This design comes from an exercise in tuning for small area and a short achievable clock period on the open sky130 flow, not from production work. At most, simulation tests tie the RTL to the original design; equivalence was not proved. No activity file was given, so power comes from the tool's default toggle rates.

// lab4_2
module lab4_2( 
              input wire      mode,
              input wire[2:0] opCode,
              input wire[3:0] value,
              input clk,
              input reset,
              output reg[9:0] result,
              output reg cacheFull,
              output reg invalidOp,
              output reg overflow);
==> flow/config.mk <==
export PLATFORM = sky130hd
export DESIGN_NAME = lab4_2
export DESIGN_NICKNAME = lab4_2
export VERILOG_FILES = /design/flow/design.v
export SDC_FILE = /design/flow/constraint.sdc
export NUM_CORES = 4
export LEC_CHECK = 0
export CAP_MARGIN = 20
export CORE_MARGIN = 2
export CORE_UTILIZATION = 40
export CTS_CLUSTER_DIAMETER = 100
export CTS_CLUSTER_SIZE = 24
export SLEW_MARGIN = 20
==> flow/constraint.sdc <==
create_clock -name core_clock -period 12.5 [get_ports {clk}]
set_input_delay 2.5000 -clock core_clock [delete_from_list [all_inputs] [get_ports {clk}]]
set_output_delay 2.5000 -clock core_clock [all_outputs]
set_load 0.01 [all_outputs]
standard.sh (not shown) runs the stock make flow with config.mk's settings and CLKGATE_MAP_FILE= SYNTH_SCRIPT=/design/flow/synth_recipe.tcl, a recipe that flattens the netlist after the stock synthesis.
==> flow/flow/run.sh <==
#!/bin/bash
# Standard layout with these changes to how it is made:
#  - timing repair is asked for more setup margin than the clock period
#    needs, so it keeps shortening the worst paths;
#  - CTS as the standard flow runs it, without dummy loads;
#  - the port buffers are buf_4 cells (every port still gets its buffer).
set -euo pipefail
bash standard.sh SETUP_SLACK_MARGIN=9 \
  "CTS_ARGS=-sink_clustering_enable -repair_clock_nets -sink_clustering_size 24 -sink_clustering_max_diameter 100 -dont_use_dummy_load" \
  "BUFFER_PORTS_ARGS=-buffer_cell sky130_fd_sc_hd__buf_4" finish > standard.log 2>&1
The baseline produced a clean layout.
Next try:
--- a/flow/design.v
+++ b/flow/design.v
@@ -7,36 +7,37 @@
               input reset,
               output reg[9:0] result,
               output reg cacheFull,
               output reg invalidOp,
               output reg overflow);
 	reg [223:0] cache;
 	reg [5:0]   counter;
 	reg [5:0]   PN;           
 	reg [3:0]   begin_PC;
 	reg [9:0]   p1;           
 	reg [9:0]   B3;           
 	reg [6:0]   IR;           
+	reg         IR2;          
 	reg         last;         
 	integer i, j;
 	always @(posedge clk) begin
 		for (i = 0; i < 32; i = i + 1)
 			if (!counter[5] && counter[4:0] == i)
 				cache[i*7 +: 7] <= {opCode, value};
 	end
 	wire [9:0] p0 = result;
 	wire [2:0] op = IR[6:4];
 	wire [3:0] v  = IR[3:0];
 	wire is1 = op[0] & ~op[2];
-	wire is2 = op[1] & ~op[2];
+	wire is2 = IR2;
 	wire ar  = ~op[2];
 	wire [4:0] s1, s2, s3;
 	genvar k;
 	generate
 		for (k = 0; k < 5; k = k + 1) begin : dig
 			wire a1 = p0[2*k+1], a0 = p0[2*k];
 			if (k == 0) begin : d0
 				assign s1[k] = (is2 & ~a1 & a0) | is1;
 			end else begin : dk
 				assign s1[k] = is2 & ~a1 & a0;
 			end
 			assign s2[k] = is2 & a1 & ~a0;
@@ -185,37 +186,41 @@
 	always @(posedge clk or posedge reset) begin
 		if (reset) begin
 			result    <= 0;
 			cacheFull <= 0;
 			invalidOp <= 0;
 			overflow  <= 0;
 			counter   <= 0;
 			PN        <= 6'd1;
 			begin_PC  <= 0;
 			p1        <= 0;
 			B3        <= 0;
 			IR        <= 0;
+			IR2       <= 1'b0;
 			last      <= 1'b1;
 		end else if (mode) begin
 			result   <= n;
 			overflow <= ovf;
 			p1       <= p0;
 			B3       <= p0 + {p0[8:0], 1'b0};
 			begin_PC <= nbegin;
 			PN       <= npn;
 			IR       <= nvalid ? nent : 7'd0;
+			IR2      <= nvalid & ~nent[6] & nent[5];
 			last     <= npn >= counter;
 		end else begin
-			if (!counter[5] && PN == cnt1)
-				IR <= (opCode[1:0] == 2'b11) ? 7'd0 : {opCode, value};
+			if (!counter[5] && PN == cnt1) begin
+				IR  <= (opCode[1:0] == 2'b11) ? 7'd0 : {opCode, value};
+				IR2 <= opCode == 3'd2;
+			end
 			if (opCode[1:0] == 2'b11) begin
 				invalidOp <= 1'b1;
 			end else begin
 				invalidOp <= 1'b0;
 				if (counter[5]) cacheFull <= 1'b1;
 				else begin
 					counter <= cnt1;
 					last    <= PN > counter;
 				end
 			end
 		end
 	end
Result:
- The new run completed with no timing, DRC or antenna violations
- fmax came out higher by 1.3%
- cell count goes up by 4.2%
- clock-buffer cell count is unchanged
- die area came out higher by 2.0%
- core utilization came out lower by 0.16 points
- global-route usage fell by 0.94 points
- setup slack gains 0.052 ns
- total power is higher by 10%
- wire length came out lower by 0.56%
- hold slack is worse by 0.0089 ns
- cell area came out higher by 0.61%
Function was not checked in any run of this note: the RTL went through the layout flow alone.

---

The RTL this note starts from:
==> flow/design.v <==
`timescale 1ns / 1ps
module lab4_2( 
              input wire      mode,
              input wire[2:0] opCode,
              input wire[3:0] value,
              input clk,
              input reset,
              output reg[9:0] result,
              output reg cacheFull,
              output reg invalidOp,
              output reg overflow);
	reg [223:0] cache;
	reg [5:0]   counter;
	reg [5:0]   PN;           
	reg [3:0]   begin_PC;
	reg [9:0]   p1;           
	reg [11:0]  B3;           
	reg [6:0]   IR;           
	reg         last;         
	integer i, j;
	always @(posedge clk) begin
		for (i = 0; i < 32; i = i + 1)
			if (!counter[5] && counter[4:0] == i)
				cache[i*7 +: 7] <= {opCode, value};
	end
	wire [9:0] p0 = result;
	wire [2:0] op = IR[6:4];
	wire [3:0] v  = IR[3:0];
	wire is1 = op[0] & ~op[2];
	wire is2 = op[1] & ~op[2];
	wire ar  = ~op[2];
	wire [4:0] s1, s2, s3;
	genvar k;
	generate
		for (k = 0; k < 5; k = k + 1) begin : dig
			wire a1 = p0[2*k+1], a0 = p0[2*k];
			if (k == 0) begin : d0
				assign s1[k] = (is2 & ~a1 & a0) | is1;
			end else begin : dk
				assign s1[k] = is2 & ~a1 & a0;
			end
			assign s2[k] = is2 & a1 & ~a0;
			assign s3[k] = is2 & a1 & a0;
		end
	endgenerate
	wire [10:0] B2 = {p1, 1'b0};
	wire [9:0] G1 = p1 & {10{is2}};
	wire [9:0] G2 = B2[9:0] & {10{is2}};
	wire [9:0] G3 = B3[9:0] & {10{is2}};
	wire [9:0] F0 = p1 & {10{is1}};
	wire [9:0] F1 = G1 | F0;
	wire [9:0] F2 = G2 | F0;
	wire [9:0] F3 = G3 | F0;
	reg  [9:0] r0;
	reg  [7:0] r1;
	reg  [5:0] r2;
	reg  [3:0] r3;
	reg  [1:0] r4;
	always @* begin
		for (i = 0; i < 10; i = i + 1)
			case (p0[1:0])
				2'd0: r0[i] = F0[i];
				2'd1: r0[i] = F1[i];
				2'd2: r0[i] = F2[i];
				default: r0[i] = F3[i];
			endcase
		for (i = 0; i < 8; i = i + 1)
			case (p0[3:2])
				2'd0: r1[i] = 1'b0;
				2'd1: r1[i] = G1[i];
				2'd2: r1[i] = G2[i];
				default: r1[i] = G3[i];
			endcase
		for (i = 0; i < 6; i = i + 1)
			case (p0[5:4])
				2'd0: r2[i] = 1'b0;
				2'd1: r2[i] = G1[i];
				2'd2: r2[i] = G2[i];
				default: r2[i] = G3[i];
			endcase
		for (i = 0; i < 4; i = i + 1)
			case (p0[7:6])
				2'd0: r3[i] = 1'b0;
				2'd1: r3[i] = G1[i];
				2'd2: r3[i] = G2[i];
				default: r3[i] = G3[i];
			endcase
		for (i = 0; i < 2; i = i + 1)
			case (p0[9:8])
				2'd0: r4[i] = 1'b0;
				2'd1: r4[i] = G1[i];
				2'd2: r4[i] = G2[i];
				default: r4[i] = G3[i];
			endcase
	end
	wire [9:0] q  = p0 & {10{~op[1]}};
	wire t0;
	wire t1;
	wire t2;
	wire t3;
	wire t4;
	wire t5;
	wire t6;
	wire t7;
	wire t8;
	wire t9;
	wire t10;
	wire t11;
	wire t12;
	wire t13;
	wire t14;
	wire t15;
	wire t16;
	wire t17;
	wire t18;
	wire t19;
	wire t20;
	wire t21;
	wire t22;
	wire t23;
	wire t24;
	wire t25;
	wire t26;
	wire t27;
	wire t28;
	wire t29;
	wire t30;
	wire t31;
	wire t32;
	wire t33;
	wire t34;
	wire t35;
	wire t36;
	wire t37;
	wire t38;
	wire t39;
	wire t40;
	wire t41;
	wire t42;
	wire t43;
	wire t44;
	wire t45;
	wire t46;
	wire t47;
	assign t0 = q[6] ^ r0[6];
	assign t1 = q[6] & r0[6];
	assign t2 = q[7] ^ r0[7] ^ r1[5];
	assign t3 = (q[7] & r0[7]) | (q[7] & r1[5]) | (r0[7] & r1[5]);
	assign t4 = q[8] ^ r0[8] ^ r1[6];
	assign t5 = (q[8] & r0[8]) | (q[8] & r1[6]) | (r0[8] & r1[6]);
	assign t6 = r2[4] ^ r3[2];
	assign t7 = r2[4] & r3[2];
	assign t8 = q[9] ^ r0[9] ^ r1[7];
	assign t9 = (q[9] & r0[9]) | (q[9] & r1[7]) | (r0[9] & r1[7]);
	assign t10 = r2[5] ^ r3[3] ^ r4[1];
	assign t11 = (r2[5] & r3[3]) | (r2[5] & r4[1]) | (r3[3] & r4[1]);
	assign t12 = v[2] ^ q[2];
	assign t13 = v[2] & q[2];
	assign t14 = v[3] ^ q[3] ^ r0[3];
	assign t15 = (v[3] & q[3]) | (v[3] & r0[3]) | (q[3] & r0[3]);
	assign t16 = q[4] ^ r0[4] ^ r1[2];
	assign t17 = (q[4] & r0[4]) | (q[4] & r1[2]) | (r0[4] & r1[2]);
	assign t18 = q[5] ^ r0[5] ^ r1[3];
	assign t19 = (q[5] & r0[5]) | (q[5] & r1[3]) | (r0[5] & r1[3]);
	assign t20 = r1[4] ^ r2[2] ^ r3[0];
	assign t21 = (r1[4] & r2[2]) | (r1[4] & r3[0]) | (r2[2] & r3[0]);
	assign t22 = r2[3] ^ r3[1] ^ t2;
	assign t23 = (r2[3] & r3[1]) | (r2[3] & t2) | (r3[1] & t2);
	assign t24 = r4[0] ^ t4 ^ t6;
	assign t25 = (r4[0] & t4) | (r4[0] & t6) | (t4 & t6);
	assign t26 = t8 ^ t10 ^ t5;
	assign t27 = (t8 & t10) | (t8 & t5) | (t10 & t5);
	assign t28 = v[0] ^ q[0];
	assign t29 = v[0] & q[0];
	assign t30 = v[1] ^ q[1] ^ r0[1];
	assign t31 = (v[1] & q[1]) | (v[1] & r0[1]) | (q[1] & r0[1]);
	assign t32 = r0[2] ^ r1[0] ^ t12;
	assign t33 = (r0[2] & r1[0]) | (r0[2] & t12) | (r1[0] & t12);
	assign t34 = r1[1] ^ t14 ^ t13;
	assign t35 = (r1[1] & t14) | (r1[1] & t13) | (t14 & t13);
	assign t36 = r2[0] ^ t16 ^ t15;
	assign t37 = (r2[0] & t16) | (r2[0] & t15) | (t16 & t15);
	assign t38 = r2[1] ^ t18 ^ t17;
	assign t39 = (r2[1] & t18) | (r2[1] & t17) | (t18 & t17);
	assign t40 = t0 ^ t20 ^ t19;
	assign t41 = (t0 & t20) | (t0 & t19) | (t20 & t19);
	assign t42 = t1 ^ t22 ^ t21;
	assign t43 = (t1 & t22) | (t1 & t21) | (t22 & t21);
	assign t44 = t3 ^ t24 ^ t23;
	assign t45 = (t3 & t24) | (t3 & t23) | (t24 & t23);
	assign t46 = t7 ^ t26 ^ t25;
	assign t47 = (t7 & t26) | (t7 & t25) | (t26 & t25);
	wire [9:0]  ra = {t46, t44, t42, t40, t38, t36, t34, t32, t30, r0[0]};
	wire [9:0]  rb = {t45, t43, t41, t39, t37, t35, t33, t31, t29, t28};
	wire [10:0] S  = ra + rb;
	wire big = (s1[1] & (|p1[9:8])) | (s2[1] & (|p1[9:7])) | (s3[1] & (|B3[11:8])) |
	           (s1[2] & (|p1[9:6])) | (s2[2] & (|p1[9:5])) | (s3[2] & (|B3[11:6])) |
	           (s1[3] & (|p1[9:4])) | (s2[3] & (|p1[9:3])) | (s3[3] & (|B3[11:4])) |
	           (s1[4] & (|p1[9:2])) | (s2[4] & (|p1[9:1])) | (s3[4] & (|B3[11:2])) |
	           (s2[0] & p1[9]) | (s3[0] & (|B3[11:10]));
	wire ovf_ar = S[10] | t9 | t11 | t27 | t47 | big;
	reg [3:0] pop;
	always @* begin
		pop = 0;
		for (j = 0; j < 10; j = j + 1) pop = pop + p0[j];
	end
	wire [9:0] rev = {p0[0], p0[1], p0[2], p0[3], p0[4], p0[5], p0[6], p0[7], p0[8], p0[9]};
	reg [9:0] n;
	reg       ovf;
	always @* begin
		if (ar) begin
			n = S[9:0]; ovf = ovf_ar;
		end else begin
			ovf = 1'b0;
			case (op[1:0])
				2'd0:    n = {6'd0, pop};
				2'd1:    n = rev;
				default: n = p0;
			endcase
		end
	end
	wire       is6    = op[2] & op[1];
	wire [3:0] nbegin = is6 ? v : begin_PC;
	wire [4:0] npc    = last ? {1'b0, nbegin} : PN[4:0];
	wire [5:0] npn    = npc + 1'b1;
	wire       nvalid = ~last | ({2'b0, nbegin} < counter);
	wire [6:0] nent   = cache[npc*7 +: 7];
	wire [5:0] cnt1   = counter + 1'b1;
	always @(posedge clk or posedge reset) begin
		if (reset) begin
			result    <= 0;
			cacheFull <= 0;
			invalidOp <= 0;
			overflow  <= 0;
			counter   <= 0;
			PN        <= 6'd1;
			begin_PC  <= 0;
			p1        <= 0;
			B3        <= 0;
			IR        <= 0;
			last      <= 1'b1;
		end else if (mode) begin
			result   <= n;
			overflow <= ovf;
			p1       <= p0;
			B3       <= {2'b0, p0} + {1'b0, p0, 1'b0};
			begin_PC <= nbegin;
			PN       <= npn;
			IR       <= nvalid ? nent : 7'd0;
			last     <= npn >= counter;
		end else begin
			if (!counter[5] && PN == cnt1)
				IR <= (opCode[1:0] == 2'b11) ? 7'd0 : {opCode, value};
			if (opCode[1:0] == 2'b11) begin
				invalidOp <= 1'b1;
			end else begin
				invalidOp <= 1'b0;
				if (counter[5]) cacheFull <= 1'b1;
				else begin
					counter <= cnt1;
					last    <= PN > counter;
				end
			end
		end
	end
endmodule
Settings: LEC_CHECK=0, CAP_MARGIN=20, CORE_MARGIN=2, CORE_UTILIZATION=40, CTS_CLUSTER_DIAMETER=100, CTS_CLUSTER_SIZE=24, SLEW_MARGIN=20; clock period 12.5 ns.
==> flow/flow/run.sh <==
#!/bin/bash
# Standard layout with two changes to how it is made:
#  - timing repair is asked for more setup margin than the clock period
#    needs, so it keeps shortening the worst paths;
#  - the port buffers are buf_4 cells (every port still gets its buffer).
set -euo pipefail
bash standard.sh SETUP_SLACK_MARGIN=9 \
  "BUFFER_PORTS_ARGS=-buffer_cell sky130_fd_sc_hd__buf_4" finish > standard.log 2>&1
Rerun with:
--- a/flow/design.v
+++ b/flow/design.v
@@ -18,5 +18,5 @@
 	reg [6:0]   IR;           
 	reg         last;         
-	integer i, j;
+	integer i;
 	always @(posedge clk) begin
 		for (i = 0; i < 32; i = i + 1)
@@ -45,53 +45,9 @@
 	endgenerate
 	wire [10:0] B2 = {p1, 1'b0};
-	wire [9:0] G1 = p1 & {10{is2}};
-	wire [9:0] G2 = B2[9:0] & {10{is2}};
-	wire [9:0] G3 = B3[9:0] & {10{is2}};
-	wire [9:0] F0 = p1 & {10{is1}};
-	wire [9:0] F1 = G1 | F0;
-	wire [9:0] F2 = G2 | F0;
-	wire [9:0] F3 = G3 | F0;
-	reg  [9:0] r0;
-	reg  [7:0] r1;
-	reg  [5:0] r2;
-	reg  [3:0] r3;
-	reg  [1:0] r4;
-	always @* begin
-		for (i = 0; i < 10; i = i + 1)
-			case (p0[1:0])
-				2'd0: r0[i] = F0[i];
-				2'd1: r0[i] = F1[i];
-				2'd2: r0[i] = F2[i];
-				default: r0[i] = F3[i];
-			endcase
-		for (i = 0; i < 8; i = i + 1)
-			case (p0[3:2])
-				2'd0: r1[i] = 1'b0;
-				2'd1: r1[i] = G1[i];
-				2'd2: r1[i] = G2[i];
-				default: r1[i] = G3[i];
-			endcase
-		for (i = 0; i < 6; i = i + 1)
-			case (p0[5:4])
-				2'd0: r2[i] = 1'b0;
-				2'd1: r2[i] = G1[i];
-				2'd2: r2[i] = G2[i];
-				default: r2[i] = G3[i];
-			endcase
-		for (i = 0; i < 4; i = i + 1)
-			case (p0[7:6])
-				2'd0: r3[i] = 1'b0;
-				2'd1: r3[i] = G1[i];
-				2'd2: r3[i] = G2[i];
-				default: r3[i] = G3[i];
-			endcase
-		for (i = 0; i < 2; i = i + 1)
-			case (p0[9:8])
-				2'd0: r4[i] = 1'b0;
-				2'd1: r4[i] = G1[i];
-				2'd2: r4[i] = G2[i];
-				default: r4[i] = G3[i];
-			endcase
-	end
+	wire [9:0] r0 = ({10{s1[0]}} & p1)      | ({10{s2[0]}} & B2[9:0]) | ({10{s3[0]}} & B3[9:0]);
+	wire [7:0] r1 = ({8{s1[1]}}  & p1[7:0]) | ({8{s2[1]}}  & B2[7:0]) | ({8{s3[1]}}  & B3[7:0]);
+	wire [5:0] r2 = ({6{s1[2]}}  & p1[5:0]) | ({6{s2[2]}}  & B2[5:0]) | ({6{s3[2]}}  & B3[5:0]);
+	wire [3:0] r3 = ({4{s1[3]}}  & p1[3:0]) | ({4{s2[3]}}  & B2[3:0]) | ({4{s3[3]}}  & B3[3:0]);
+	wire [1:0] r4 = ({2{s1[4]}}  & p1[1:0]) | ({2{s2[4]}}  & B2[1:0]) | ({2{s3[4]}}  & B3[1:0]);
 	wire [9:0] q  = p0 & {10{~op[1]}};
 	wire t0;
@@ -203,5 +159,5 @@
 	always @* begin
 		pop = 0;
-		for (j = 0; j < 10; j = j + 1) pop = pop + p0[j];
+		for (i = 0; i < 10; i = i + 1) pop = pop + p0[i];
 	end
 	wire [9:0] rev = {p0[0], p0[1], p0[2], p0[3], p0[4], p0[5], p0[6], p0[7], p0[8], p0[9]};
Setup slack improves by 0.50 ns.
First-iteration DRC count goes up by about 35%.
Clock power decreases by 6.2%.
Cell count went up by about 6%.
Count of clock-buffer cells in the layout went down by 5.
Die area is about the same.
Power went down by 7.6%.
Only the layout flow was run in the first run of this note; the RTL was not checked for function there.

[static timing again, ports no longer ideal]
The results above use ideal ports. As a check the final layouts listed here were re-extracted and re-timed, cells and wires unchanged. Step 1, drivers: a clkbuf_16 drives clk and a buf_2 each remaining input, both assumed. Step 2 moves the port delays by t, midway between the first and last clock arrival at a register: inputs arrive t later, outputs are due t later. That takes back most of the time a late clock gives input paths. a / b / c = ideal ports / drivers / drivers and shift; a / b = the first two.
| run | t, ns | slack for setup (ns) | worst hold slack (ns) | worst register clock-pin slew, ns | cell pins on the clock port's net |
|---|---|---|---|---|---|
| the first run of note 1 | 0.537 | 8.524 / 8.524 / 8.524 | 0.519 / 0.519 / 0.519 | 0.10 / 0.10 | 1 |
| the second run of note 1 | 0.537 | 8.576 / 8.576 / 8.480 | 0.511 / 0.511 / 0.511 | 0.10 / 0.10 | 1 |
| the first run of note 2 | 0.568 | 8.189 / 8.189 / 8.189 | 0.513 / 0.513 / 0.513 | 0.10 / 0.10 | 1 |
| the second run of note 2 | 0.547 | 8.693 / 8.645 / 8.476 | 0.511 / 0.511 / 0.511 | 0.10 / 0.10 | 1 |
After both steps setup and hold are still met in every run listed. The setup slack of the second run of note 2, which loses most, moves by -0.048 ns with the drivers and by -0.217 ns with both steps.
